This is an optimization exercise on Yosys and OpenROAD, whose aim is small area, not a production implementation. The RTL was checked by simulation tests, not by an equivalence proof against the original design.

==> flow/design.v, too long to show whole: its modules and the start of the top module <==
// module DualPortBRAM: 955 lines
// module DDS: 302 lines
// module DDS_FA: 4 lines
// module DDS_HA: 4 lines
// module DDS_MAJ: 3 lines
// module DDS_BPP: 3 lines
// module DDS_Mult: 852 lines
module DDS(
    input                DAC_clk,
    input                rst_n,
    input                en,
    input         [31:0] FreqCntrl,
    input         [31:0] PhaseCntrl,
    input signed  [15:0] AmplCntrl,
    input                DataPathSelect,
    input         [31:0] DirectValue,
    output signed [15:0] SampleOut
    );
  // ...
==> flow/flow/run.sh <==
#!/bin/bash
# Layout flow: the standard synthesis, then the combinational logic of its netlist
# re-mapped by ABC with an area script (registers kept as they are, so every register
# keeps its name and cell; the full and half adder cells of the design's own adder
# modules kept too; adders that synthesis found in random logic turned back into
# logic), then the standard ORFS steps with
# - the port buffers made of the smallest buffer cell instead of the default clkdlybuf4s50_1,
# - clock tree synthesis without dummy load cells at the leaves.
# Each tool's output goes to a log file in this folder.
set -euo pipefail
ARGS=(
  BUFFER_PORTS_ARGS="-buffer_cell sky130_fd_sc_hd__buf_1"
  CTS_ARGS="-sink_clustering_enable -repair_clock_nets -dont_use_dummy_load -buf_list sky130_fd_sc_hd__clkbuf_8 -sink_clustering_size 20 -sink_clustering_max_diameter 100"
)
bash standard.sh "${ARGS[@]}" synth > flow_synth.log 2>&1

R=orfs/results/${FLOW_PLATFORM}/DDS/base
LIB=${FLOW_HOME}/platforms/${FLOW_PLATFORM}/lib/sky130_fd_sc_hd__tt_025C_1v80.lib
YOSYS=yosys
if [[ -x ${FLOW_HOME}/../tools/install/yosys/bin/yosys ]]; then
  YOSYS=${FLOW_HOME}/../tools/install/yosys/bin/yosys
fi
cp $R/1_2_yosys.v 1_2_yosys.standard.v
python3 flow/cellfunc.py "$LIB" cells_func.v > cellfunc.log 2>&1
python3 flow/unmapfa.py 1_2_yosys.standard.v 1_2_yosys.marked.v > unmapfa.log 2>&1
DONTUSE=""
for c in $(sed -n 's/.*cell ("\(sky130_fd_sc_hd__\(lpflow\|probe\)[a-z0-9_]*\)").*/\1/p' "$LIB"); do
  DONTUSE="$DONTUSE -dont_use $c"
done
cat > resyn.ys <<EOT
read_verilog cells_func.v
read_liberty -lib -ignore_redef $LIB
read_verilog 1_2_yosys.marked.v
hierarchy -top ${FLOW_TOP}
flatten
hierarchy -top ${FLOW_TOP}
read_liberty -lib -ignore_redef $LIB
techmap
opt -purge
abc -liberty $LIB $DONTUSE -script $PWD/flow/resyn.abc
opt_clean -purge
setundef -zero
hilomap -singleton -hicell sky130_fd_sc_hd__conb_1 HI -locell sky130_fd_sc_hd__conb_1 LO
insbuf -buf sky130_fd_sc_hd__buf_1 A X
splitnets
opt_clean -purge
check -assert
stat -liberty $LIB
write_verilog -noattr -nohex -nodec 1_2_yosys.resyn.v
EOT
$YOSYS -s resyn.ys > resyn.log 2>&1
cp 1_2_yosys.resyn.v $R/1_2_yosys.v
touch $R/1_2_yosys.v

bash standard.sh "${ARGS[@]}" finish > flow_finish.log 2>&1
==> flow/flow/cellfunc.py <==
#!/usr/bin/env python3
"""Writes a Verilog model (one assign) of every single-output combinational cell of a
liberty file, except full/half adders, so yosys can re-map the standard synthesis's logic."""
import re, sys
lib = open(sys.argv[1]).read()
skip = ['__fa_', '__ha_', '__conb_', '__lpflow_', '__probe']
out = []
for c in re.split(r'\n\s*cell \(', lib)[1:]:
    name = re.match(r'"([^"]+)"', c).group(1)
    if any(x in name for x in skip) or re.search(r'\bff\s*\(|\blatch\s*\(|statetable', c):
        continue
    ins, outs, ok = [], [], True
    for p, body in re.findall(r'pin \("(\w+)"\)\s*\{(.*?)\n\s{8}\}', c, re.S):
        d = re.search(r'direction\s*:\s*"?(\w+)', body)
        if not d:
            continue
        if d.group(1) == 'input':
            ins.append(p)
        elif d.group(1) == 'output':
            f = re.search(r'function\s*:\s*"([^"]+)"', body)
            if not f or re.search(r'three_state', body):
                ok = False
                break
            outs.append((p, f.group(1)))
        else:
            ok = False
    if not ok or len(outs) != 1 or not ins:
        continue
    p, f = outs[0]
    e = f.replace('!', '~').replace('*', '&').replace('+', '|')
    e = re.sub(r'(\w)\s+(?=[\w(~])', r'\1 & ', e)
    e = re.sub(r'\)\s+(?=[\w(~])', r') & ', e)
    out.append("module %s(%s); %s output %s; assign %s = %s; endmodule" % (
        name, ", ".join(ins + [p]), " ".join("input %s;" % i for i in ins), p, p, e))
open(sys.argv[2], 'w').write("\n".join(out) + "\n")
with open(sys.argv[2], 'a') as f:
    f.write("module remap_fa(A, B, CIN, COUT, SUM); input A; input B; input CIN; output COUT; output SUM;"
            " assign SUM = A ^ B ^ CIN; assign COUT = (A & B) | (A & CIN) | (B & CIN); endmodule\n")
    f.write("module remap_ha(A, B, COUT, SUM); input A; input B; output COUT; output SUM;"
            " assign SUM = A ^ B; assign COUT = A & B; endmodule\n")
==> flow/flow/resyn.abc <==
strash
&get -n
&dch
&nf -R 1000
&put
mfs2
strash
&get -n
&dch
&nf -R 1000
&put
mfs2
strash
dch
map -a
mfs2
strash
dch
map -a
mfs2
strash
dch
map -a
topo
==> flow/flow/unmapfa.py <==
#!/usr/bin/env python3
"""Marks the full/half adder cells of a netlist whose outputs drive only anonymous nets
(adders that Yosys's extract_fa found in random logic, rather than the design's own
adder cells) so that the re-mapping turns them back into logic."""
import re, sys
src = open(sys.argv[1]).read()
pat = re.compile(r'(sky130_fd_sc_hd__(fa|ha)_\d+)(\s+\S+\s*\()(.*?)\);', re.S)
n = [0, 0]
def sub(m):
    pins = dict(re.findall(r'\.(\w+)\(([^()]*)\)', m.group(4)))
    outs = [pins.get(p, '').strip() for p in ('SUM', 'COUT')]
    if all(o == '' or re.fullmatch(r'_\d+_', o) for o in outs):
        n[0] += 1
        return 'remap_%s%s%s);' % (m.group(2), m.group(3), m.group(4))
    n[1] += 1
    return m.group(0)
out = pat.sub(sub, src)
open(sys.argv[2], 'w').write(out)
sys.stderr.write("adders re-mapped: %d, kept: %d\n" % tuple(n))
==> flow/standard.sh <==
#!/bin/bash
# synth_recipe.tcl (not shown) runs the flow's synth.tcl, then flattens the netlist and writes it again
# the make line also repeats each setting of config.mk as NAME=value (left out here)
make -C /OpenROAD-flow-scripts/flow DESIGN_CONFIG=/design/flow/config.mk WORK_HOME=/design/flow/orfs CLKGATE_MAP_FILE= SYNTH_SCRIPT=/design/flow/synth_recipe.tcl "${@:-finish}"
==> flow/config.mk <==
export PLATFORM = sky130hd
export DESIGN_NAME = DDS
export DESIGN_NICKNAME = DDS
export VERILOG_FILES = /design/flow/design.v
export SDC_FILE = /design/flow/constraint.sdc
export NUM_CORES = 4
export LEC_CHECK = 0
export ABC_AREA = 1
export CAP_MARGIN = 10
export CORE_MARGIN = 2
export CORE_UTILIZATION = 55
export GPL_TIMING_DRIVEN = 0
export PLACE_DENSITY = 0.65
export SLEW_MARGIN = 10
export SYNTH_HIERARCHICAL = 1
export SYNTH_MEMORY_MAX_BITS = 262144
export SYNTH_MINIMUM_KEEP_SIZE = 0
==> flow/constraint.sdc <==
create_clock -name core_clock -period 10.0 [get_ports {DAC_clk}]
set_input_delay 2.0000 -clock core_clock [delete_from_list [all_inputs] [get_ports {DAC_clk}]]
set_output_delay 2.0000 -clock core_clock [all_outputs]
set_load 0.01 [all_outputs]
==> run notes, run 1 <==
Run status: complete, no violations
Die height: 146 µm
Most common cell after layout, fill and taps aside: nor2_1
CTS Buffer Depth: 2
Final Critical Period: 9.45 ns
Crit path buffers/inverters: 6
Warnings from Yosys: 7
Busiest grt layer: met2
Net Count, Synth: 1746
Tap Cells: 265
Comb_multi_in: 1199
Largest net degree at the start of global routing: 32
Initial Util: 56.5%
Sequential cell area share: 12.8%
FF-to-FF path depth: 26
Post-CTS Hold Buffers: 0
# IOs: 132
Worst-path clk slew: 0.09 ns
Met3 Resource Use GR: 11.0%
Hold Crit Class: flop to flop
DP Worst Slack: 1.44 ns
Slew Viols, Final: 0
ClkCell Share: 1.03%
==> module DDS, before the edit <==
module DDS(
    input                DAC_clk,
    input                rst_n,
    input                en,
    input         [31:0] FreqCntrl,
    input         [31:0] PhaseCntrl,
    input signed  [15:0] AmplCntrl,
    input                DataPathSelect,
    input         [31:0] DirectValue,
    output signed [15:0] SampleOut
    );
    reg [23:0] Accu;
    reg [9:0]  PhaseAddress;    
    reg [15:0] SampleMag;       
    reg        SampleNeg;
    reg [15:0] MultRes;         
    wire [23:0] AccuSum;        
    wire [9:0]  PhaseSum;       
    wire s1;
    wire c2;
    DDS_HA ha2 (.A(Accu[0]), .B(FreqCntrl[0]), .S(s1), .CO(c2));
    wire s3;
    wire c4;
    DDS_FA fa4 (.A(Accu[1]), .B(FreqCntrl[1]), .CI(c2), .S(s3), .CO(c4));
    wire s5;
    wire c6;
    DDS_FA fa6 (.A(Accu[2]), .B(FreqCntrl[2]), .CI(c4), .S(s5), .CO(c6));
    wire s7;
    wire c8;
    DDS_FA fa8 (.A(Accu[3]), .B(FreqCntrl[3]), .CI(c6), .S(s7), .CO(c8));
    wire s9;
    wire c10;
    DDS_FA fa10 (.A(Accu[4]), .B(FreqCntrl[4]), .CI(c8), .S(s9), .CO(c10));
    wire s11;
    wire c12;
    DDS_FA fa12 (.A(Accu[5]), .B(FreqCntrl[5]), .CI(c10), .S(s11), .CO(c12));
    wire s13;
    wire c14;
    DDS_FA fa14 (.A(Accu[6]), .B(FreqCntrl[6]), .CI(c12), .S(s13), .CO(c14));
    wire s15;
    wire c16;
    DDS_FA fa16 (.A(Accu[7]), .B(FreqCntrl[7]), .CI(c14), .S(s15), .CO(c16));
    wire s17;
    wire c18;
    DDS_FA fa18 (.A(Accu[8]), .B(FreqCntrl[8]), .CI(c16), .S(s17), .CO(c18));
    wire s19;
    wire c20;
    DDS_FA fa20 (.A(Accu[9]), .B(FreqCntrl[9]), .CI(c18), .S(s19), .CO(c20));
    wire s21;
    wire c22;
    DDS_FA fa22 (.A(Accu[10]), .B(FreqCntrl[10]), .CI(c20), .S(s21), .CO(c22));
    wire s23;
    wire c24;
    DDS_FA fa24 (.A(Accu[11]), .B(FreqCntrl[11]), .CI(c22), .S(s23), .CO(c24));
    wire s25;
    wire c26;
    DDS_HA ha26 (.A(Accu[12]), .B(FreqCntrl[12]), .S(s25), .CO(c26));
    wire s27;
    wire c28;
    DDS_FA fa28 (.A(Accu[13]), .B(FreqCntrl[13]), .CI(c26), .S(s27), .CO(c28));
    wire s29;
    wire c30;
    DDS_FA fa30 (.A(Accu[14]), .B(FreqCntrl[14]), .CI(c28), .S(s29), .CO(c30));
    wire s31;
    wire c32;
    DDS_FA fa32 (.A(Accu[15]), .B(FreqCntrl[15]), .CI(c30), .S(s31), .CO(c32));
    wire s33;
    wire c34;
    DDS_FA fa34 (.A(Accu[16]), .B(FreqCntrl[16]), .CI(c32), .S(s33), .CO(c34));
    wire s35;
    wire c36;
    DDS_FA fa36 (.A(Accu[17]), .B(FreqCntrl[17]), .CI(c34), .S(s35), .CO(c36));
    wire s37;
    wire c38;
    DDS_FA fa38 (.A(Accu[18]), .B(FreqCntrl[18]), .CI(c36), .S(s37), .CO(c38));
    wire s39;
    wire c40;
    DDS_FA fa40 (.A(Accu[19]), .B(FreqCntrl[19]), .CI(c38), .S(s39), .CO(c40));
    wire s41;
    wire c42;
    DDS_FA fa42 (.A(Accu[20]), .B(FreqCntrl[20]), .CI(c40), .S(s41), .CO(c42));
    wire s43;
    wire c44;
    DDS_FA fa44 (.A(Accu[21]), .B(FreqCntrl[21]), .CI(c42), .S(s43), .CO(c44));
    wire s45;
    wire c46;
    DDS_FA fa46 (.A(Accu[22]), .B(FreqCntrl[22]), .CI(c44), .S(s45), .CO(c46));
    wire x47;
    assign x47 = Accu[23] ^ FreqCntrl[23] ^ c46;
    wire x48;
    assign x48 = s25 ^ c24;
    wire x49;
    assign x49 = s27 ^ (c24 & s25);
    wire t50;
    assign t50 = s25 & s27;
    wire x51;
    assign x51 = s29 ^ (c24 & t50);
    wire t52;
    assign t52 = t50 & s29;
    wire x53;
    assign x53 = s31 ^ (c24 & t52);
    wire t54;
    assign t54 = t52 & s31;
    wire x55;
    assign x55 = s33 ^ (c24 & t54);
    wire t56;
    assign t56 = t54 & s33;
    wire x57;
    assign x57 = s35 ^ (c24 & t56);
    wire t58;
    assign t58 = t56 & s35;
    wire x59;
    assign x59 = s37 ^ (c24 & t58);
    wire t60;
    assign t60 = t58 & s37;
    wire x61;
    assign x61 = s39 ^ (c24 & t60);
    wire t62;
    assign t62 = t60 & s39;
    wire x63;
    assign x63 = s41 ^ (c24 & t62);
    wire t64;
    assign t64 = t62 & s41;
    wire x65;
    assign x65 = s43 ^ (c24 & t64);
    wire t66;
    assign t66 = t64 & s43;
    wire x67;
    assign x67 = s45 ^ (c24 & t66);
    wire t68;
    assign t68 = t66 & s45;
    wire x69;
    assign x69 = x47 ^ (c24 & t68);
    assign AccuSum[0] = s1;
    assign AccuSum[1] = s3;
    assign AccuSum[2] = s5;
    assign AccuSum[3] = s7;
    assign AccuSum[4] = s9;
    assign AccuSum[5] = s11;
    assign AccuSum[6] = s13;
    assign AccuSum[7] = s15;
    assign AccuSum[8] = s17;
    assign AccuSum[9] = s19;
    assign AccuSum[10] = s21;
    assign AccuSum[11] = s23;
    assign AccuSum[12] = x48;
    assign AccuSum[13] = x49;
    assign AccuSum[14] = x51;
    assign AccuSum[15] = x53;
    assign AccuSum[16] = x55;
    assign AccuSum[17] = x57;
    assign AccuSum[18] = x59;
    assign AccuSum[19] = x61;
    assign AccuSum[20] = x63;
    assign AccuSum[21] = x65;
    assign AccuSum[22] = x67;
    assign AccuSum[23] = x69;
    wire g70;
    assign g70 = Accu[0] & PhaseCntrl[0];
    wire k71;
    assign k71 = (Accu[1] & PhaseCntrl[1]) | (g70 & (Accu[1] | PhaseCntrl[1]));
    wire k72;
    assign k72 = (Accu[2] & PhaseCntrl[2]) | (k71 & (Accu[2] | PhaseCntrl[2]));
    wire k73;
    assign k73 = (Accu[3] & PhaseCntrl[3]) | (k72 & (Accu[3] | PhaseCntrl[3]));
    wire k74;
    assign k74 = (Accu[4] & PhaseCntrl[4]) | (k73 & (Accu[4] | PhaseCntrl[4]));
    wire k75;
    assign k75 = (Accu[5] & PhaseCntrl[5]) | (k74 & (Accu[5] | PhaseCntrl[5]));
    wire k76;
    assign k76 = (Accu[6] & PhaseCntrl[6]) | (k75 & (Accu[6] | PhaseCntrl[6]));
    wire k77;
    assign k77 = (Accu[7] & PhaseCntrl[7]) | (k76 & (Accu[7] | PhaseCntrl[7]));
    wire k78;
    assign k78 = (Accu[8] & PhaseCntrl[8]) | (k77 & (Accu[8] | PhaseCntrl[8]));
    wire k79;
    assign k79 = (Accu[9] & PhaseCntrl[9]) | (k78 & (Accu[9] | PhaseCntrl[9]));
    wire k80;
    assign k80 = (Accu[10] & PhaseCntrl[10]) | (k79 & (Accu[10] | PhaseCntrl[10]));
    wire k81;
    assign k81 = (Accu[11] & PhaseCntrl[11]) | (k80 & (Accu[11] | PhaseCntrl[11]));
    wire k82;
    assign k82 = (Accu[12] & PhaseCntrl[12]) | (k81 & (Accu[12] | PhaseCntrl[12]));
    wire k83;
    assign k83 = (Accu[13] & PhaseCntrl[13]) | (k82 & (Accu[13] | PhaseCntrl[13]));
    wire s84;
    wire c85;
    DDS_HA ha85 (.A(Accu[14]), .B(PhaseCntrl[14]), .S(s84), .CO(c85));
    wire s86;
    wire c87;
    DDS_FA fa87 (.A(Accu[15]), .B(PhaseCntrl[15]), .CI(c85), .S(s86), .CO(c87));
    wire s88;
    wire c89;
    DDS_FA fa89 (.A(Accu[16]), .B(PhaseCntrl[16]), .CI(c87), .S(s88), .CO(c89));
    wire s90;
    wire c91;
    DDS_FA fa91 (.A(Accu[17]), .B(PhaseCntrl[17]), .CI(c89), .S(s90), .CO(c91));
    wire s92;
    wire c93;
    DDS_FA fa93 (.A(Accu[18]), .B(PhaseCntrl[18]), .CI(c91), .S(s92), .CO(c93));
    wire s94;
    wire c95;
    DDS_FA fa95 (.A(Accu[19]), .B(PhaseCntrl[19]), .CI(c93), .S(s94), .CO(c95));
    wire s96;
    wire c97;
    DDS_FA fa97 (.A(Accu[20]), .B(PhaseCntrl[20]), .CI(c95), .S(s96), .CO(c97));
    wire s98;
    wire c99;
    DDS_FA fa99 (.A(Accu[21]), .B(PhaseCntrl[21]), .CI(c97), .S(s98), .CO(c99));
    wire s100;
    wire c101;
    DDS_FA fa101 (.A(Accu[22]), .B(PhaseCntrl[22]), .CI(c99), .S(s100), .CO(c101));
    wire x102;
    assign x102 = Accu[23] ^ PhaseCntrl[23] ^ c101;
    wire x103;
    assign x103 = s84 ^ k83;
    wire x104;
    assign x104 = s86 ^ (k83 & s84);
    wire t105;
    assign t105 = s84 & s86;
    wire x106;
    assign x106 = s88 ^ (k83 & t105);
    wire t107;
    assign t107 = t105 & s88;
    wire x108;
    assign x108 = s90 ^ (k83 & t107);
    wire t109;
    assign t109 = t107 & s90;
    wire x110;
    assign x110 = s92 ^ (k83 & t109);
    wire t111;
    assign t111 = t109 & s92;
    wire x112;
    assign x112 = s94 ^ (k83 & t111);
    wire t113;
    assign t113 = t111 & s94;
    wire x114;
    assign x114 = s96 ^ (k83 & t113);
    wire t115;
    assign t115 = t113 & s96;
    wire x116;
    assign x116 = s98 ^ (k83 & t115);
    wire t117;
    assign t117 = t115 & s98;
    wire x118;
    assign x118 = s100 ^ (k83 & t117);
    wire t119;
    assign t119 = t117 & s100;
    wire x120;
    assign x120 = x102 ^ (k83 & t119);
    assign PhaseSum[0] = x103;
    assign PhaseSum[1] = x104;
    assign PhaseSum[2] = x106;
    assign PhaseSum[3] = x108;
    assign PhaseSum[4] = x110;
    assign PhaseSum[5] = x112;
    assign PhaseSum[6] = x114;
    assign PhaseSum[7] = x116;
    assign PhaseSum[8] = x118;
    assign PhaseSum[9] = x120;
    always @(posedge DAC_clk) begin
        if (!rst_n || !en) Accu <= 24'd0;
        else               Accu <= AccuSum;
    end
    always @(posedge DAC_clk) begin
        if (!rst_n) PhaseAddress <= 10'd0;
        else        PhaseAddress <= PhaseSum;
    end
    wire       Half    = PhaseAddress[9];
    wire       Mirror  = PhaseAddress[8];
    wire [7:0] J       = PhaseAddress[7:0];
    wire       JZero   = (J == 8'd0);
    wire [7:0] Fold    = Mirror ? (JZero ? 8'd255 : (8'd0 - J)) : J;
    reg  [7:0] Idx;
    reg        IdxHalf;       
    reg        IdxSpecial;    
    always @(posedge DAC_clk) begin
        Idx        <= Fold;
        IdxHalf    <= Half;
        IdxSpecial <= Half & Mirror & JZero;
    end
    wire       Special = IdxSpecial;
    wire [14:0] Mag;
    DualPortBRAM LUT (.Addr(Idx), .Mag(Mag));
    always @(posedge DAC_clk) begin
        if (!rst_n) begin
            SampleMag <= 16'd0;
            SampleNeg <= 1'b0;
        end else begin
            SampleMag <= Special ? 16'h8000 : {1'b0, Mag};
            SampleNeg <= IdxHalf & !Special;
        end
    end
    wire [15:0] Prod;
    DDS_Mult Mult (.Mag(SampleMag), .Neg(SampleNeg), .A(AmplCntrl), .P(Prod));
    always @(posedge DAC_clk) begin
        if (!rst_n)              MultRes <= 16'd0;
        else if (DataPathSelect) MultRes <= Prod;
        else                     MultRes <= DirectValue[15:0];
    end
    assign SampleOut = MultRes;
endmodule
==> run 2, diff against run 1 <==
--- a/flow/design.v
+++ b/flow/design.v
@@ -970,253 +970,227 @@
     reg [15:0] SampleMag;       
     reg        SampleNeg;
     reg [15:0] MultRes;         
+    reg         AccuC;
+    wire        AccuCarry;      
     wire [23:0] AccuSum;        
     wire [9:0]  PhaseSum;       
     wire s1;
     wire c2;
     DDS_HA ha2 (.A(Accu[0]), .B(FreqCntrl[0]), .S(s1), .CO(c2));
+    assign AccuSum[0] = s1;
     wire s3;
     wire c4;
     DDS_FA fa4 (.A(Accu[1]), .B(FreqCntrl[1]), .CI(c2), .S(s3), .CO(c4));
+    assign AccuSum[1] = s3;
     wire s5;
     wire c6;
     DDS_FA fa6 (.A(Accu[2]), .B(FreqCntrl[2]), .CI(c4), .S(s5), .CO(c6));
+    assign AccuSum[2] = s5;
     wire s7;
     wire c8;
     DDS_FA fa8 (.A(Accu[3]), .B(FreqCntrl[3]), .CI(c6), .S(s7), .CO(c8));
+    assign AccuSum[3] = s7;
     wire s9;
     wire c10;
     DDS_FA fa10 (.A(Accu[4]), .B(FreqCntrl[4]), .CI(c8), .S(s9), .CO(c10));
+    assign AccuSum[4] = s9;
     wire s11;
     wire c12;
     DDS_FA fa12 (.A(Accu[5]), .B(FreqCntrl[5]), .CI(c10), .S(s11), .CO(c12));
+    assign AccuSum[5] = s11;
     wire s13;
     wire c14;
     DDS_FA fa14 (.A(Accu[6]), .B(FreqCntrl[6]), .CI(c12), .S(s13), .CO(c14));
+    assign AccuSum[6] = s13;
     wire s15;
     wire c16;
     DDS_FA fa16 (.A(Accu[7]), .B(FreqCntrl[7]), .CI(c14), .S(s15), .CO(c16));
+    assign AccuSum[7] = s15;
     wire s17;
     wire c18;
     DDS_FA fa18 (.A(Accu[8]), .B(FreqCntrl[8]), .CI(c16), .S(s17), .CO(c18));
+    assign AccuSum[8] = s17;
     wire s19;
     wire c20;
     DDS_FA fa20 (.A(Accu[9]), .B(FreqCntrl[9]), .CI(c18), .S(s19), .CO(c20));
+    assign AccuSum[9] = s19;
     wire s21;
     wire c22;
     DDS_FA fa22 (.A(Accu[10]), .B(FreqCntrl[10]), .CI(c20), .S(s21), .CO(c22));
+    assign AccuSum[10] = s21;
     wire s23;
     wire c24;
     DDS_FA fa24 (.A(Accu[11]), .B(FreqCntrl[11]), .CI(c22), .S(s23), .CO(c24));
+    assign AccuSum[11] = s23;
+    assign AccuCarry = c24;
     wire s25;
     wire c26;
-    DDS_HA ha26 (.A(Accu[12]), .B(FreqCntrl[12]), .S(s25), .CO(c26));
+    DDS_FA fa26 (.A(Accu[12]), .B(FreqCntrl[12]), .CI(AccuC), .S(s25), .CO(c26));
+    assign AccuSum[12] = s25;
     wire s27;
     wire c28;
     DDS_FA fa28 (.A(Accu[13]), .B(FreqCntrl[13]), .CI(c26), .S(s27), .CO(c28));
+    assign AccuSum[13] = s27;
     wire s29;
     wire c30;
     DDS_FA fa30 (.A(Accu[14]), .B(FreqCntrl[14]), .CI(c28), .S(s29), .CO(c30));
+    assign AccuSum[14] = s29;
     wire s31;
     wire c32;
     DDS_FA fa32 (.A(Accu[15]), .B(FreqCntrl[15]), .CI(c30), .S(s31), .CO(c32));
+    assign AccuSum[15] = s31;
     wire s33;
     wire c34;
     DDS_FA fa34 (.A(Accu[16]), .B(FreqCntrl[16]), .CI(c32), .S(s33), .CO(c34));
+    assign AccuSum[16] = s33;
     wire s35;
     wire c36;
     DDS_FA fa36 (.A(Accu[17]), .B(FreqCntrl[17]), .CI(c34), .S(s35), .CO(c36));
+    assign AccuSum[17] = s35;
     wire s37;
     wire c38;
     DDS_FA fa38 (.A(Accu[18]), .B(FreqCntrl[18]), .CI(c36), .S(s37), .CO(c38));
+    assign AccuSum[18] = s37;
     wire s39;
     wire c40;
     DDS_FA fa40 (.A(Accu[19]), .B(FreqCntrl[19]), .CI(c38), .S(s39), .CO(c40));
+    assign AccuSum[19] = s39;
     wire s41;
     wire c42;
     DDS_FA fa42 (.A(Accu[20]), .B(FreqCntrl[20]), .CI(c40), .S(s41), .CO(c42));
+    assign AccuSum[20] = s41;
     wire s43;
     wire c44;
     DDS_FA fa44 (.A(Accu[21]), .B(FreqCntrl[21]), .CI(c42), .S(s43), .CO(c44));
+    assign AccuSum[21] = s43;
     wire s45;
     wire c46;
     DDS_FA fa46 (.A(Accu[22]), .B(FreqCntrl[22]), .CI(c44), .S(s45), .CO(c46));
+    assign AccuSum[22] = s45;
     wire x47;
     assign x47 = Accu[23] ^ FreqCntrl[23] ^ c46;
-    wire x48;
-    assign x48 = s25 ^ c24;
-    wire x49;
-    assign x49 = s27 ^ (c24 & s25);
-    wire t50;
-    assign t50 = s25 & s27;
-    wire x51;
-    assign x51 = s29 ^ (c24 & t50);
-    wire t52;
-    assign t52 = t50 & s29;
-    wire x53;
-    assign x53 = s31 ^ (c24 & t52);
-    wire t54;
-    assign t54 = t52 & s31;
-    wire x55;
-    assign x55 = s33 ^ (c24 & t54);
-    wire t56;
-    assign t56 = t54 & s33;
-    wire x57;
-    assign x57 = s35 ^ (c24 & t56);
-    wire t58;
-    assign t58 = t56 & s35;
-    wire x59;
-    assign x59 = s37 ^ (c24 & t58);
-    wire t60;
-    assign t60 = t58 & s37;
-    wire x61;
-    assign x61 = s39 ^ (c24 & t60);
-    wire t62;
-    assign t62 = t60 & s39;
-    wire x63;
-    assign x63 = s41 ^ (c24 & t62);
-    wire t64;
-    assign t64 = t62 & s41;
-    wire x65;
-    assign x65 = s43 ^ (c24 & t64);
-    wire t66;
-    assign t66 = t64 & s43;
-    wire x67;
-    assign x67 = s45 ^ (c24 & t66);
-    wire t68;
-    assign t68 = t66 & s45;
-    wire x69;
-    assign x69 = x47 ^ (c24 & t68);
-    assign AccuSum[0] = s1;
-    assign AccuSum[1] = s3;
-    assign AccuSum[2] = s5;
-    assign AccuSum[3] = s7;
-    assign AccuSum[4] = s9;
-    assign AccuSum[5] = s11;
-    assign AccuSum[6] = s13;
-    assign AccuSum[7] = s15;
-    assign AccuSum[8] = s17;
-    assign AccuSum[9] = s19;
-    assign AccuSum[10] = s21;
-    assign AccuSum[11] = s23;
-    assign AccuSum[12] = x48;
-    assign AccuSum[13] = x49;
-    assign AccuSum[14] = x51;
-    assign AccuSum[15] = x53;
-    assign AccuSum[16] = x55;
-    assign AccuSum[17] = x57;
-    assign AccuSum[18] = x59;
-    assign AccuSum[19] = x61;
-    assign AccuSum[20] = x63;
-    assign AccuSum[21] = x65;
-    assign AccuSum[22] = x67;
-    assign AccuSum[23] = x69;
-    wire g70;
-    assign g70 = Accu[0] & PhaseCntrl[0];
-    wire k71;
-    assign k71 = (Accu[1] & PhaseCntrl[1]) | (g70 & (Accu[1] | PhaseCntrl[1]));
-    wire k72;
-    assign k72 = (Accu[2] & PhaseCntrl[2]) | (k71 & (Accu[2] | PhaseCntrl[2]));
-    wire k73;
-    assign k73 = (Accu[3] & PhaseCntrl[3]) | (k72 & (Accu[3] | PhaseCntrl[3]));
-    wire k74;
-    assign k74 = (Accu[4] & PhaseCntrl[4]) | (k73 & (Accu[4] | PhaseCntrl[4]));
-    wire k75;
-    assign k75 = (Accu[5] & PhaseCntrl[5]) | (k74 & (Accu[5] | PhaseCntrl[5]));
-    wire k76;
-    assign k76 = (Accu[6] & PhaseCntrl[6]) | (k75 & (Accu[6] | PhaseCntrl[6]));
-    wire k77;
-    assign k77 = (Accu[7] & PhaseCntrl[7]) | (k76 & (Accu[7] | PhaseCntrl[7]));
-    wire k78;
-    assign k78 = (Accu[8] & PhaseCntrl[8]) | (k77 & (Accu[8] | PhaseCntrl[8]));
-    wire k79;
-    assign k79 = (Accu[9] & PhaseCntrl[9]) | (k78 & (Accu[9] | PhaseCntrl[9]));
-    wire k80;
-    assign k80 = (Accu[10] & PhaseCntrl[10]) | (k79 & (Accu[10] | PhaseCntrl[10]));
-    wire k81;
-    assign k81 = (Accu[11] & PhaseCntrl[11]) | (k80 & (Accu[11] | PhaseCntrl[11]));
-    wire k82;
-    assign k82 = (Accu[12] & PhaseCntrl[12]) | (k81 & (Accu[12] | PhaseCntrl[12]));
-    wire k83;
-    assign k83 = (Accu[13] & PhaseCntrl[13]) | (k82 & (Accu[13] | PhaseCntrl[13]));
-    wire s84;
-    wire c85;
-    DDS_HA ha85 (.A(Accu[14]), .B(PhaseCntrl[14]), .S(s84), .CO(c85));
-    wire s86;
-    wire c87;
-    DDS_FA fa87 (.A(Accu[15]), .B(PhaseCntrl[15]), .CI(c85), .S(s86), .CO(c87));
-    wire s88;
-    wire c89;
-    DDS_FA fa89 (.A(Accu[16]), .B(PhaseCntrl[16]), .CI(c87), .S(s88), .CO(c89));
-    wire s90;
-    wire c91;
-    DDS_FA fa91 (.A(Accu[17]), .B(PhaseCntrl[17]), .CI(c89), .S(s90), .CO(c91));
-    wire s92;
-    wire c93;
-    DDS_FA fa93 (.A(Accu[18]), .B(PhaseCntrl[18]), .CI(c91), .S(s92), .CO(c93));
-    wire s94;
-    wire c95;
-    DDS_FA fa95 (.A(Accu[19]), .B(PhaseCntrl[19]), .CI(c93), .S(s94), .CO(c95));
-    wire s96;
-    wire c97;
-    DDS_FA fa97 (.A(Accu[20]), .B(PhaseCntrl[20]), .CI(c95), .S(s96), .CO(c97));
-    wire s98;
-    wire c99;
-    DDS_FA fa99 (.A(Accu[21]), .B(PhaseCntrl[21]), .CI(c97), .S(s98), .CO(c99));
-    wire s100;
-    wire c101;
-    DDS_FA fa101 (.A(Accu[22]), .B(PhaseCntrl[22]), .CI(c99), .S(s100), .CO(c101));
+    assign AccuSum[23] = x47;
+    wire g48;
+    assign g48 = Accu[0] & PhaseCntrl[0];
+    wire k49;
+    assign k49 = (Accu[1] & PhaseCntrl[1]) | (g48 & (Accu[1] | PhaseCntrl[1]));
+    wire k50;
+    assign k50 = (Accu[2] & PhaseCntrl[2]) | (k49 & (Accu[2] | PhaseCntrl[2]));
+    wire k51;
+    assign k51 = (Accu[3] & PhaseCntrl[3]) | (k50 & (Accu[3] | PhaseCntrl[3]));
+    wire k52;
+    assign k52 = (Accu[4] & PhaseCntrl[4]) | (k51 & (Accu[4] | PhaseCntrl[4]));
+    wire k53;
+    assign k53 = (Accu[5] & PhaseCntrl[5]) | (k52 & (Accu[5] | PhaseCntrl[5]));
+    wire k54;
+    assign k54 = (Accu[6] & PhaseCntrl[6]) | (k53 & (Accu[6] | PhaseCntrl[6]));
+    wire k55;
+    assign k55 = (Accu[7] & PhaseCntrl[7]) | (k54 & (Accu[7] | PhaseCntrl[7]));
+    wire k56;
+    assign k56 = (Accu[8] & PhaseCntrl[8]) | (k55 & (Accu[8] | PhaseCntrl[8]));
+    wire k57;
+    assign k57 = (Accu[9] & PhaseCntrl[9]) | (k56 & (Accu[9] | PhaseCntrl[9]));
+    wire k58;
+    assign k58 = (Accu[10] & PhaseCntrl[10]) | (k57 & (Accu[10] | PhaseCntrl[10]));
+    wire k59;
+    assign k59 = (Accu[11] & PhaseCntrl[11]) | (k58 & (Accu[11] | PhaseCntrl[11]));
+    wire s60;
+    wire c61;
+    DDS_FA fa61 (.A(Accu[12]), .B(PhaseCntrl[12]), .CI(AccuC), .S(s60), .CO(c61));
+    wire s62;
+    wire c63;
+    DDS_FA fa63 (.A(Accu[13]), .B(PhaseCntrl[13]), .CI(c61), .S(s62), .CO(c63));
+    wire s64;
+    wire c65;
+    DDS_FA fa65 (.A(Accu[14]), .B(PhaseCntrl[14]), .CI(c63), .S(s64), .CO(c65));
+    wire s66;
+    wire c67;
+    DDS_FA fa67 (.A(Accu[15]), .B(PhaseCntrl[15]), .CI(c65), .S(s66), .CO(c67));
+    wire s68;
+    wire c69;
+    DDS_FA fa69 (.A(Accu[16]), .B(PhaseCntrl[16]), .CI(c67), .S(s68), .CO(c69));
+    wire s70;
+    wire c71;
+    DDS_FA fa71 (.A(Accu[17]), .B(PhaseCntrl[17]), .CI(c69), .S(s70), .CO(c71));
+    wire s72;
+    wire c73;
+    DDS_FA fa73 (.A(Accu[18]), .B(PhaseCntrl[18]), .CI(c71), .S(s72), .CO(c73));
+    wire s74;
+    wire c75;
+    DDS_FA fa75 (.A(Accu[19]), .B(PhaseCntrl[19]), .CI(c73), .S(s74), .CO(c75));
+    wire s76;
+    wire c77;
+    DDS_FA fa77 (.A(Accu[20]), .B(PhaseCntrl[20]), .CI(c75), .S(s76), .CO(c77));
+    wire s78;
+    wire c79;
+    DDS_FA fa79 (.A(Accu[21]), .B(PhaseCntrl[21]), .CI(c77), .S(s78), .CO(c79));
+    wire s80;
+    wire c81;
+    DDS_FA fa81 (.A(Accu[22]), .B(PhaseCntrl[22]), .CI(c79), .S(s80), .CO(c81));
+    wire x82;
+    assign x82 = Accu[23] ^ PhaseCntrl[23] ^ c81;
+    wire x83;
+    assign x83 = s60 ^ k59;
+    wire x84;
+    assign x84 = s62 ^ (k59 & s60);
+    wire t85;
+    assign t85 = s60 & s62;
+    wire x86;
+    assign x86 = s64 ^ (k59 & t85);
+    wire t87;
+    assign t87 = t85 & s64;
+    wire x88;
+    assign x88 = s66 ^ (k59 & t87);
+    wire t89;
+    assign t89 = t87 & s66;
+    wire x90;
+    assign x90 = s68 ^ (k59 & t89);
+    wire t91;
+    assign t91 = t89 & s68;
+    wire x92;
+    assign x92 = s70 ^ (k59 & t91);
+    wire t93;
+    assign t93 = t91 & s70;
+    wire x94;
+    assign x94 = s72 ^ (k59 & t93);
+    wire t95;
+    assign t95 = t93 & s72;
+    wire x96;
+    assign x96 = s74 ^ (k59 & t95);
+    wire t97;
+    assign t97 = t95 & s74;
+    wire x98;
+    assign x98 = s76 ^ (k59 & t97);
+    wire t99;
+    assign t99 = t97 & s76;
+    wire x100;
+    assign x100 = s78 ^ (k59 & t99);
+    wire t101;
+    assign t101 = t99 & s78;
     wire x102;
-    assign x102 = Accu[23] ^ PhaseCntrl[23] ^ c101;
-    wire x103;
-    assign x103 = s84 ^ k83;
+    assign x102 = s80 ^ (k59 & t101);
+    wire t103;
+    assign t103 = t101 & s80;
     wire x104;
-    assign x104 = s86 ^ (k83 & s84);
-    wire t105;
-    assign t105 = s84 & s86;
-    wire x106;
-    assign x106 = s88 ^ (k83 & t105);
-    wire t107;
-    assign t107 = t105 & s88;
-    wire x108;
-    assign x108 = s90 ^ (k83 & t107);
-    wire t109;
-    assign t109 = t107 & s90;
-    wire x110;
-    assign x110 = s92 ^ (k83 & t109);
-    wire t111;
-    assign t111 = t109 & s92;
-    wire x112;
-    assign x112 = s94 ^ (k83 & t111);
-    wire t113;
-    assign t113 = t111 & s94;
-    wire x114;
-    assign x114 = s96 ^ (k83 & t113);
-    wire t115;
-    assign t115 = t113 & s96;
-    wire x116;
-    assign x116 = s98 ^ (k83 & t115);
-    wire t117;
-    assign t117 = t115 & s98;
-    wire x118;
-    assign x118 = s100 ^ (k83 & t117);
-    wire t119;
-    assign t119 = t117 & s100;
-    wire x120;
-    assign x120 = x102 ^ (k83 & t119);
-    assign PhaseSum[0] = x103;
-    assign PhaseSum[1] = x104;
-    assign PhaseSum[2] = x106;
-    assign PhaseSum[3] = x108;
-    assign PhaseSum[4] = x110;
-    assign PhaseSum[5] = x112;
-    assign PhaseSum[6] = x114;
-    assign PhaseSum[7] = x116;
-    assign PhaseSum[8] = x118;
-    assign PhaseSum[9] = x120;
+    assign x104 = x82 ^ (k59 & t103);
+    assign PhaseSum[0] = x86;
+    assign PhaseSum[1] = x88;
+    assign PhaseSum[2] = x90;
+    assign PhaseSum[3] = x92;
+    assign PhaseSum[4] = x94;
+    assign PhaseSum[5] = x96;
+    assign PhaseSum[6] = x98;
+    assign PhaseSum[7] = x100;
+    assign PhaseSum[8] = x102;
+    assign PhaseSum[9] = x104;
     always @(posedge DAC_clk) begin
-        if (!rst_n || !en) Accu <= 24'd0;
-        else               Accu <= AccuSum;
+        if (!rst_n || !en) begin
+            Accu  <= 24'd0;
+            AccuC <= 1'b0;
+        end else begin
+            Accu  <= AccuSum;
+            AccuC <= AccuCarry;
+        end
     end
     always @(posedge DAC_clk) begin
         if (!rst_n) PhaseAddress <= 10'd0;
--- a/flow/config.mk
+++ b/flow/config.mk
@@ -8,9 +8,9 @@
 export ABC_AREA = 1
 export CAP_MARGIN = 10
 export CORE_MARGIN = 2
-export CORE_UTILIZATION = 55
+export CORE_UTILIZATION = 65
 export GPL_TIMING_DRIVEN = 0
-export PLACE_DENSITY = 0.65
+export PLACE_DENSITY = 0.72
 export SLEW_MARGIN = 10
 export SYNTH_HIERARCHICAL = 1
 export SYNTH_MEMORY_MAX_BITS = 262144
==> run notes, run 2 <==
Antenna violations before repair: 0
RePlAce Congestion: 1.24
DRC violations left: 0
Global-route wire length before repair: 68700 µm
Crit path buffers/inverters: 7 (+1)
Most common cell after layout, fill and taps aside: nor2_1
Busiest grt layer: met2
Run status: complete, no violations
Post-CTS Setup Inserts: 0
WL final: 44000 µm
Post-Syn Area: 11000 µm²
Fin Setup TNS: 0 ns
Max FO, Critical Path: 22
Ant diodes: 0
Initial Util: 66.5% (+10 points)
CTS buffer count: 9
GRT overflow: 0
GR Util met1: 56.2%
Post-CTS Hold Buffers: 0 (unchanged)
# IOs: 132 (unchanged)
Vias in the first global route: 12792
Initial DRC count: 2476
CTS Buffer Depth: 2 (unchanged)
Slowest cell on crit path: dfxtp_1
Worst-Margin Slew: 1.37 ns
Die area: 18000 µm²
Final hold vios: 0
Avg WL per Cell: 24.8 µm
Row count: 47
GRT Overall Usage: 49.2%
Post-DRT Antenna Nets: 0
Sink Count: 78
Register name with the most flops: Accu
H-tree lvl count: 3
Worst-path clk slew: 0.08 ns (about the same)
CP Launch Type: flop
Required time of the worst setup path: 10.24 ns
Nets: 1843
Net Count, Synth: 1723 (-1.3%)
CTS tree: built
Placeable core area: 16600 µm²
Met3 Resource Use GR: 19.5% (+8.5 points)
Period utilisation layout: 91.2%
Crit path max-delay family: simple AND/OR/NAND/NOR gates
Unrepaired setup endpoints after global routing: false
Max Cap Viol: 0
Layout cells sized above 1: 2.57%
CTS root buf: clkbuf_8
Slew Limit Headroom: 8.53%
Die height: 134 µm (-8.0%)
Slew Viols, Final: 0 (unchanged)
Routed vias/inst: 7.20
Worst setup EP type: flop
Most frequent cells in the layout: 219 x nor2_1, 186 x clkinv_1, 146 x o22ai_1
Max reg flops: 24
Die W: 134 µm
Warnings from Yosys: 7 (unchanged)
Final setup vio count: 0
Worst EP arrival: 9.37 ns
F_max: 0.110 GHz
Slowest Stage Delay on Critical Path: 0.95 ns
Largest net degree at the start of global routing: 33 (+3.1%)
Area grow syn2layout: 8.85%
Insertion delay of the later-clocked pin in the worst-skew pair: 0.39 ns
Synthesized area per cell: 7.68 µm²
Post-synthesis instance total: 1437
CP most frequent cell: clkinv_1
Post_cts resized: 0
GR Util met2: 76.3%
Dpl cell area: 11900 µm²
Crit Path Class: flop to flop
DR vias: 12779
DRT Pass-1 Iters: 14
Post-route cell area: 12000 µm²
# port buffers: 99
DP Wirelength: 31300 µm
Fin Clk Skew: 0.0366 ns
Final Critical Period: 9.12 ns (-0.325 ns)
Hold Crit Class: flop to flop
Largest registers: Accu: 24 flops, MultRes: 16 flops, SampleMag: 16 flops
-- run 2: cell types whose count changed in the layout (fill, tap and decap cells not counted), moves of 6 or more --
cell,change
o21ai_0,+8
nand2_1,-12
o22ai_1,+6
o2111ai_1,+7
nor3_1,-8
a21oi_1,-17
-- run 2: worst min-delay path: stages (launching register included) --
cell	delay [ns]
dfxtp_1	0.30
clkinv_1	0.04
nor2_1	0.03
-- run 2: path summary, 6_finish.rpt --
kind	startpoint	to	slack, ns	depth (start not counted)
worst max-delay path	Idx[4]	SampleMag[4]	0.88	29
worst min-delay path	IdxHalf	SampleNeg	0.41	2
worst min register to register	IdxHalf	SampleNeg	0.41	2
worst max register to register	Idx[4]	SampleMag[4]	0.88	29
-- run 2: layout make-up --
class | instances | area [µm²]
Clock buffer | 9 | 124
Multi-Input combinational cell | 1173 | 8860
Tap cell | 220 | 275
Timing Repair Buffer | 109 | 492
Sequential cell | 78 | 1560
Fill cell | 1204 | 4580
Inverter | 186 | 698
-- run 2: metrics by stage --
| stage | util (%) | worst slack (ns) | hold WS [ns] | std cells |
|---|---|---|---|---|
| after floorplan | - | 2.66 | 0.338 | 1437 |
| after global placement | 70.4 | 1.64 | 0.384 | 1756 |
| after detailed placement | 71.5 | 1.22 | 0.380 | 1764 |
| after CTS | 72.3 | 1.50 | 0.408 | 1773 |
| after global routing | 72.4 | 0.845 | 0.418 | 1775 |
| final | 72.4 | 0.879 | 0.408 | 1775 |
-- run 2: metal layers --
metal | wire length (µm) | part of all wire [%] | up-vias
met5 | 0 | 0 | -
met4 | 4230 | 9.6 | 0
met3 | 6600 | 15 | 470
met2 | 18900 | 43 | 1298
met1 | 14300 | 32 | 5734
li1 | - | - | 5277
==> run 3, diff against run 2 <==
--- a/flow/config.mk
+++ b/flow/config.mk
@@ -8,9 +8,9 @@
 export ABC_AREA = 1
 export CAP_MARGIN = 10
 export CORE_MARGIN = 2
-export CORE_UTILIZATION = 65
+export CORE_UTILIZATION = 55
 export GPL_TIMING_DRIVEN = 0
-export PLACE_DENSITY = 0.72
+export PLACE_DENSITY = 0.65
 export SLEW_MARGIN = 10
 export SYNTH_HIERARCHICAL = 1
 export SYNTH_MEMORY_MAX_BITS = 262144
==> run notes, run 3 <==
Run status: complete, no violations
Row count: 51 (+8.5%)
Antenna violations before repair: 0 (unchanged)
GRT Overall Usage: 40.3% (-8.9 points)
CP most frequent cell: clkinv_1
Global-route wire length before repair: 67000 µm (-2.5%)
CTS Buffer Depth: 2 (unchanged)
CTS buffer count: 9 (unchanged)
Worst hold margin: 0.370 ns (-0.0379 ns)
Most common cell after layout, fill and taps aside: nor2_1
CTS root buf: clkbuf_8
Period utilisation layout: 93.2% (+2.0 points)
Die area: 21200 µm² (+18%)
Most frequent cells in the layout: 219 x nor2_1, 186 x clkinv_1, 146 x o22ai_1
Slowest Stage Delay on Critical Path: 1.12 ns (+0.17 ns)
Unrepaired setup endpoints after global routing: false
Max FO, Critical Path: 22 (unchanged)
Initial DRC count: 1787 (-28%)
H-tree lvl count: 3 (unchanged)
F_max: 0.107 GHz (-2.1%)
Max Cap Viol: 0 (unchanged)
Routed vias/inst: 6.79 (-5.7%)
Vias in the first global route: 12249 (-4.2%)
Max reg flops: 24 (unchanged)
Fin Clk Skew: 0.0284 ns (-0.00820 ns)
Initial Util: 56.3% (-10 points)
Register name with the most flops: Accu
WL final: 42800 µm (-2.7%)
Required time of the worst setup path: 10.22 ns (-0.02 ns)
Die W: 146 µm (+8.5%)
GRT overflow: 0 (unchanged)
Largest registers: Accu: 24 flops, MultRes: 16 flops, SampleMag: 16 flops
DRT Pass-1 Iters: 7 (-7)
Worst setup EP type: flop
Hold Crit Class: flop to flop
Worst-path clk slew: 0.09 ns (about the same)
CTS tree: built
Avg WL per Cell: 23.6 µm (-5.0%)
Worst EP arrival: 9.54 ns (+0.17 ns)
Post-Syn Area: 11000 µm² (unchanged)
DRC violations left: 0 (unchanged)
Post_cts resized: 0 (unchanged)
Post-CTS Hold Buffers: 0 (unchanged)
Final hold vios: 0 (unchanged)
CP Launch Type: flop
# port buffers: 99 (unchanged)
Worst-Margin Slew: 1.34 ns (-0.0335 ns)
Post-synthesis instance total: 1437 (unchanged)
Synthesized area per cell: 7.68 µm² (unchanged)
Slew Limit Headroom: 10.8% (+2.2 points)
DR vias: 12348 (-3.4%)
RePlAce Congestion: 1.09 (-12%)
Post-DRT Antenna Nets: 0 (unchanged)
Ant diodes: 0 (unchanged)
Post-CTS Setup Inserts: 0 (unchanged)
Layout cells sized above 1: 2.25% (-0.32 points)
Slowest cell on crit path: clkinv_1
Net Count, Synth: 1723 (unchanged)
Die height: 146 µm (+8.5%)
Fin Setup TNS: 0 ns (unchanged)
Insertion delay of the later-clocked pin in the worst-skew pair: 0.37 ns (-0.02 ns)
# IOs: 132 (unchanged)
Largest net degree at the start of global routing: 33 (unchanged)
Area grow syn2layout: 9.22%
Nets: 1841 (-0.11%)
DP Wirelength: 32000 µm (+2.2%)
Placeable core area: 19600 µm² (+18%)
Slew Viols, Final: 0 (unchanged)
Sink Count: 78 (unchanged)
Final Critical Period: 9.32 ns (+0.198 ns)
Final setup vio count: 0 (unchanged)
Warnings from Yosys: 7 (unchanged)
Crit Path Class: flop to flop
[run 3: stage by stage]
step	util, %	setup slack (ns)	instances	cell area [µm²]
floorplan	-	2.66	1437	11000
global placement	59.9	1.15	1801	11700
detailed placement	60.9	1.24	1809	11900
CTS	61.5	1.56	1818	12000
global route	61.5	0.773	1818	12000
finish	61.5	0.681	1818	12000
[run 3: metal layers]
| metal | wire length, µm | global-route usage (%) | up-vias |
|---|---|---|---|
| met1 | 15000 | 48.5 | 5658 |
| met5 | 0 | 0 | - |
| met3 | 5260 | 9.66 | 326 |
| li1 | - | - | 5273 |
| met4 | 3570 | 25.4 | 0 |
| met2 | 19000 | 65.2 | 1091 |
[run 3: layout make-up]
cell class / instances / area [µm²]
repair buffers: 107 / 469
well taps: 265 / 332
fillers: 1684 / 7540
flip-flops and latches: 78 / 1560
multi-input cells: 1173 / 8860
clock buffers: 9 / 124
inverters: 186 / 698
[run 3: final timing paths]
path	slack (ns)	from	cells past startpoint	to
setup reg to reg	0.68	Idx[4]	29	SampleMag[4]
hold / removal	0.37	PhaseAddress[9]	0	IdxHalf
hold reg to reg	0.37	PhaseAddress[9]	0	IdxHalf
setup / recovery	0.68	Idx[4]	29	SampleMag[4]
[run 3: critical path: cells and delay by family, from the launching register on]
family,cells,cell delay [ns]
AOI/OAI and AO/OA,7,1.76
xor gates and xnor gates,1,0.23
buffers and inverters,7,2.11
DFF,1,1.07
and+or+nand+nor,14,3.97

[separate check: timing with driven ports]
The flow's constraints put no driver on any port. The routed layouts listed below were extracted and timed again, unchanged, in two steps.
Step 1, drivers: a clkbuf_16 drives DAC_clk and a buf_2 each remaining input, both assumed.
Step 2 moves the port delays by t, midway between the first and last clock arrival at a register: inputs arrive t later, outputs are due t later. That takes back most of the time a late clock gives input paths.
a / b / c = no drivers / after step 1 / after step 2; a / b = the first two.
run | t (ns) | setup WS [ns] | worst setup path at the end | pins driven straight from the clock port
run 1 | 0.400 | 0.554 / 0.554 / 0.554 | register to register | 1
run 2 | 0.410 | 0.879 / 0.879 / 0.879 | register to register | 1
run 3 | 0.397 | 0.681 / 0.681 / 0.681 | register to register | 1
After both steps setup and hold are still met in every run listed.
